Background: an optimization exercise with open tools, aiming at small area, a short achievable clock period and few clock cycles per item. Do not read the settings as production practice.
Where RTL was checked, it was by simulation tests only, not by an equivalence proof against the original.

run A:
==> flow/design.v <==
module gift128(input  wire clk,
               input  wire [127:0] P,
               input  wire [127:0] K,
               input  wire ld,
               output wire [127:0] C,
               output wire done);
    localparam R = 3;     
    localparam M = 2;     
    reg  [127:0] state;
    reg  [127:0] roundkey;
    reg  [5:0]   rc;        
    reg          done_r;    
    function [127:0] sub_cells(input [127:0] s);
        reg [31:0] s0, s1, s2, s3;
        begin
            {s0, s1, s2, s3} = s;
            s1 = s1 ^ (s0 & s2);
            s0 = s0 ^ (s1 & s3);
            s2 = s2 ^ (s0 | s1);
            s3 = s3 ^ s2;
            s1 = s1 ^ s3;
            s3 = ~s3;
            s2 = s2 ^ (s0 & s1);
            sub_cells = {s3, s1, s2, s0};
        end
    endfunction
    function [127:0] perm_ark(input [127:0] s, input [127:0] w, input [5:0] c);
        reg [31:0] s0, s1, s2, s3, p0, p1, p2, p3;
        integer b;
        begin
            {s0, s1, s2, s3} = s;
            for (b = 0; b < 8; b = b + 1) begin
                p0[b +  0] = s0[4*b+0]; p0[b + 24] = s0[4*b+1]; p0[b + 16] = s0[4*b+2]; p0[b +  8] = s0[4*b+3];
                p1[b +  8] = s1[4*b+0]; p1[b +  0] = s1[4*b+1]; p1[b + 24] = s1[4*b+2]; p1[b + 16] = s1[4*b+3];
                p2[b + 16] = s2[4*b+0]; p2[b +  8] = s2[4*b+1]; p2[b +  0] = s2[4*b+2]; p2[b + 24] = s2[4*b+3];
                p3[b + 24] = s3[4*b+0]; p3[b + 16] = s3[4*b+1]; p3[b +  8] = s3[4*b+2]; p3[b +  0] = s3[4*b+3];
            end
            p2 = p2 ^ w[95:64];
            p1 = p1 ^ w[31:0];
            p3 = p3 ^ {1'b1, 25'h0, c};
            perm_ark = {p0, p1, p2, p3};
        end
    endfunction
    function [127:0] key_update(input [127:0] w);
        begin
            key_update = {w[17:16], w[31:18], w[11:0], w[15:12], w[127:32]};
        end
    endfunction
    function [5:0] rc_update(input [5:0] c);
        begin
            rc_update = {c[4:0], ~(c[5] ^ c[4])};
        end
    endfunction
    wire [127:0] st [0:R];
    wire [127:0] kw [0:R];
    wire [5:0]   cw [0:R];
    wire [127:0] st_in [0:R-1];
    wire [127:0] kw_in [0:R-1];
    wire [5:0]   cw_in [0:R-1];
    assign st[0] = state;
    assign kw[0] = roundkey;
    assign cw[0] = rc;
    genvar j;
    generate
        for (j = 0; j < R; j = j + 1) begin : rnd
            if (j == M) begin : mx
                assign st_in[j] = ld ? P : st[j];
                assign kw_in[j] = ld ? K : kw[j];
                assign cw_in[j] = ld ? 6'h01 : cw[j];
            end else begin : nomx
                assign st_in[j] = st[j];
                assign kw_in[j] = kw[j];
                assign cw_in[j] = cw[j];
            end
            assign st[j+1] = perm_ark(sub_cells(st_in[j]), kw_in[j], cw_in[j]);
            assign kw[j+1] = key_update(kw_in[j]);
            assign cw[j+1] = rc_update(cw_in[j]);
        end
    endgenerate
    wire [5:0] rc_next = cw[R];
    always @(posedge clk) begin
        done_r <= (rc_next == 6'h34);    
        state    <= st[R];
        roundkey <= kw[R];
        rc       <= rc_next;
    end
    assign C    = state;
    assign done = done_r;
endmodule
export LEC_CHECK = 0
export CAP_MARGIN = 20
export CORE_MARGIN = 2
export CORE_UTILIZATION = 40
export CTS_CLUSTER_DIAMETER = 120
export CTS_CLUSTER_SIZE = 24
export SLEW_MARGIN = 20
create_clock -name core_clock -period 10.0 [get_ports {clk}]
standard.sh (not shown) runs the stock make flow with config.mk's settings and CLKGATE_MAP_FILE= SYNTH_SCRIPT=/design/flow/synth_recipe.tcl, a recipe that flattens the netlist after the stock synthesis.
==> flow/flow/run.sh <==
#!/bin/bash
# The standard ORFS layout, with 1x port buffers instead of the default
# (clkdlybuf4s50_1) and, if flow/margin.txt exists, timing repair aimed that
# many ns below the clock period (setup margin). The make output goes to
# flow_std.log here; ORFS's per-step logs are under orfs/logs.
set -euo pipefail
ARGS=("BUFFER_PORTS_ARGS=-buffer_cell sky130_fd_sc_hd__buf_1")
if [[ -f flow/margin.txt ]]; then ARGS+=("SETUP_SLACK_MARGIN=$(cat flow/margin.txt)"); fi
bash standard.sh "${ARGS[@]}" finish > flow_std.log 2>&1
==> flow/flow/margin.txt <==
6.4
The final layout from run A, which completed every stage, passed the timing, DRC and antenna checks at the end of the flow.
Inputs modified between run A and run B:
Settings: CTS_CLUSTER_DIAMETER no longer set, was 120; CTS_CLUSTER_SIZE no longer set, was 24.
removed: flow/flow/margin.txt
Run B: done, clean on timing, DRC and antenna. The lower data-path buffer share of cell area in the final layout came out of run B. Non-clock buffer count (run B over run A): decrease, 0.76%. Run A → run B: cell area +0.82%, reg-to-reg setup timing slack -0.21 ns. Run B against run A: clock transition time at the flip-flop clock pins of the worst setup and hold paths down 0.05 ns, count of clock-buffer cells in the layout moved up.
Modified inputs, run C compared to run B
==> flow/flow/margin.txt (new file) <==
6.4
[summary]
The flow did not stop early for run C: all stages ran, and the layout cleared the timing, DRC and antenna checks. Utilization run B -> run C: up. Run C against run B; count of buffers not belonging to the clock network in the layout is up slightly. Run C: count of clock-buffer cells in the layout is 2.1% higher than what run B reported. For fmax, dividing the value from run C by the value from run B gives 1.3. Run C: sequential share of layout area lower than run B. Cell count after placement: run C vs run B — no meaningful difference. Taking run B as the reference, in run C average routed wire per standard cell increased by 2.7% relative to the old numbers.
### run C -> run D
==> flow/flow/margin.txt <==
6.7
Results
The critical path endpoint comes out state[62]$_DFF_P_ in one run and state[37]$_DFF_P_ in the other, namely in run D and run C respectively. Run D vs. run C: iteration count of the initial detailed-routing pass decreased by 1 relative to the old numbers, slew of the pin with the lowest slew margin increased by 0.066 ns relative to the old numbers, non-clock buffer count increased by about 7% relative to the old numbers, via count increased by about 2.2% relative to the old numbers.
Function was not checked in any run of this note: the RTL went through the layout flow alone.


## run 1
gift128, a different RTL version from the one above (not shown whole).
Size: about 2100 cells after synthesis, about 260 flip-flops, about 390 I/O pins, about 19000 sq um of cells after synthesis.
==> flow/config.mk <==
export PLATFORM = sky130hd
export DESIGN_NAME = gift128
export DESIGN_NICKNAME = gift128
export VERILOG_FILES = /design/flow/design.v
export SDC_FILE = /design/flow/constraint.sdc
export NUM_CORES = 4
export LEC_CHECK = 0
export CAP_MARGIN = 20
export CORE_MARGIN = 2
export CORE_UTILIZATION = 55
export CTS_CLUSTER_DIAMETER = 120
export CTS_CLUSTER_SIZE = 24
export SLEW_MARGIN = 20
export SYNTH_HIERARCHICAL = 1
==> flow/constraint.sdc <==
create_clock -name core_clock -period 10.0 [get_ports {clk}]
set_input_delay 2.0000 -clock core_clock [delete_from_list [all_inputs] [get_ports {clk}]]
set_output_delay 2.0000 -clock core_clock [all_outputs]
set_load 0.01 [all_outputs]
==> flow/flow/margin.txt <==
6.6
Scripts as last shown in full above: flow/flow/run.sh
Testbench counts of run 1, summed over its fixed seeds: cycles 5,384, items 384.
#### Input delta (run 2 over run 1)
- changing CORE_UTILIZATION from 55 to 65
==> flow/flow/margin.txt <==
6.8
--- outcome ---
Sort run 1 and run 2 by global routing usage on met3 desc -> top: run 2. Wire length after detailed routing on run 2 is ahead of run 1. Die area went down by more than 10% going from run 1 to run 2. [compare] base=run 1 new=run 2: hold slack dropped 0.012 ns; setup slack of the worst register-to-register path climbed 0.13 ns. Compared with run 1, in run 2 fraction of final layout cells sized beyond drive strength 1 went up 6.1 points; final cell area excluding filler cells went up about 2.2%; maximum achievable frequency went up 3.8%; signal arrival time at the worst endpoint went up 2.25 ns.

## what the ideal ports hide
How much do the figures lean on ideal ports? The routed layouts below were timed once more, with nothing changed but the port constraints. Step 1 (the two cells are an assumption about what drives the block):
set clk [get_ports {clk}]
set_driving_cell -lib_cell sky130_fd_sc_hd__clkbuf_16 $clk
set_driving_cell -lib_cell sky130_fd_sc_hd__buf_2 [delete_from_list [all_inputs] $clk]
Step 2, shift: input delay + t, output delay - t, t = (earliest + latest rising clock arrival at the registers) / 2. This alone moves slack from input paths to output paths. Slacks: ideal ports / drivers / drivers and shift; pairs: ideal ports / drivers.
run | shift t [ns] | setup slack, ns | worst setup path after step 2 | clock arrival spread, ns
run A | 0.614 | 6.367 / 6.289 / 5.675 | input to register | 0.056 / 0.056
run B | 0.597 | 5.214 / 5.247 / 4.650 | input to register | 0.017 / 0.017
run C | 0.621 | 6.434 / 6.326 / 5.705 | input to register | 0.023 / 0.023
run D | 0.616 | 6.555 / 6.423 / 5.807 | input to register | 0.020 / 0.020
run 1 | 0.559 | 6.651 / 6.596 / 6.117 | input to register | 0.023 / 0.023
run 2 | 0.561 | 6.775 / 6.670 / 6.108 | input to register | 0.029 / 0.029
After both steps setup and hold are still met in every run listed. The setup slack of run D, which loses most, moves by -0.132 ns with the drivers and by -0.748 ns with both steps.
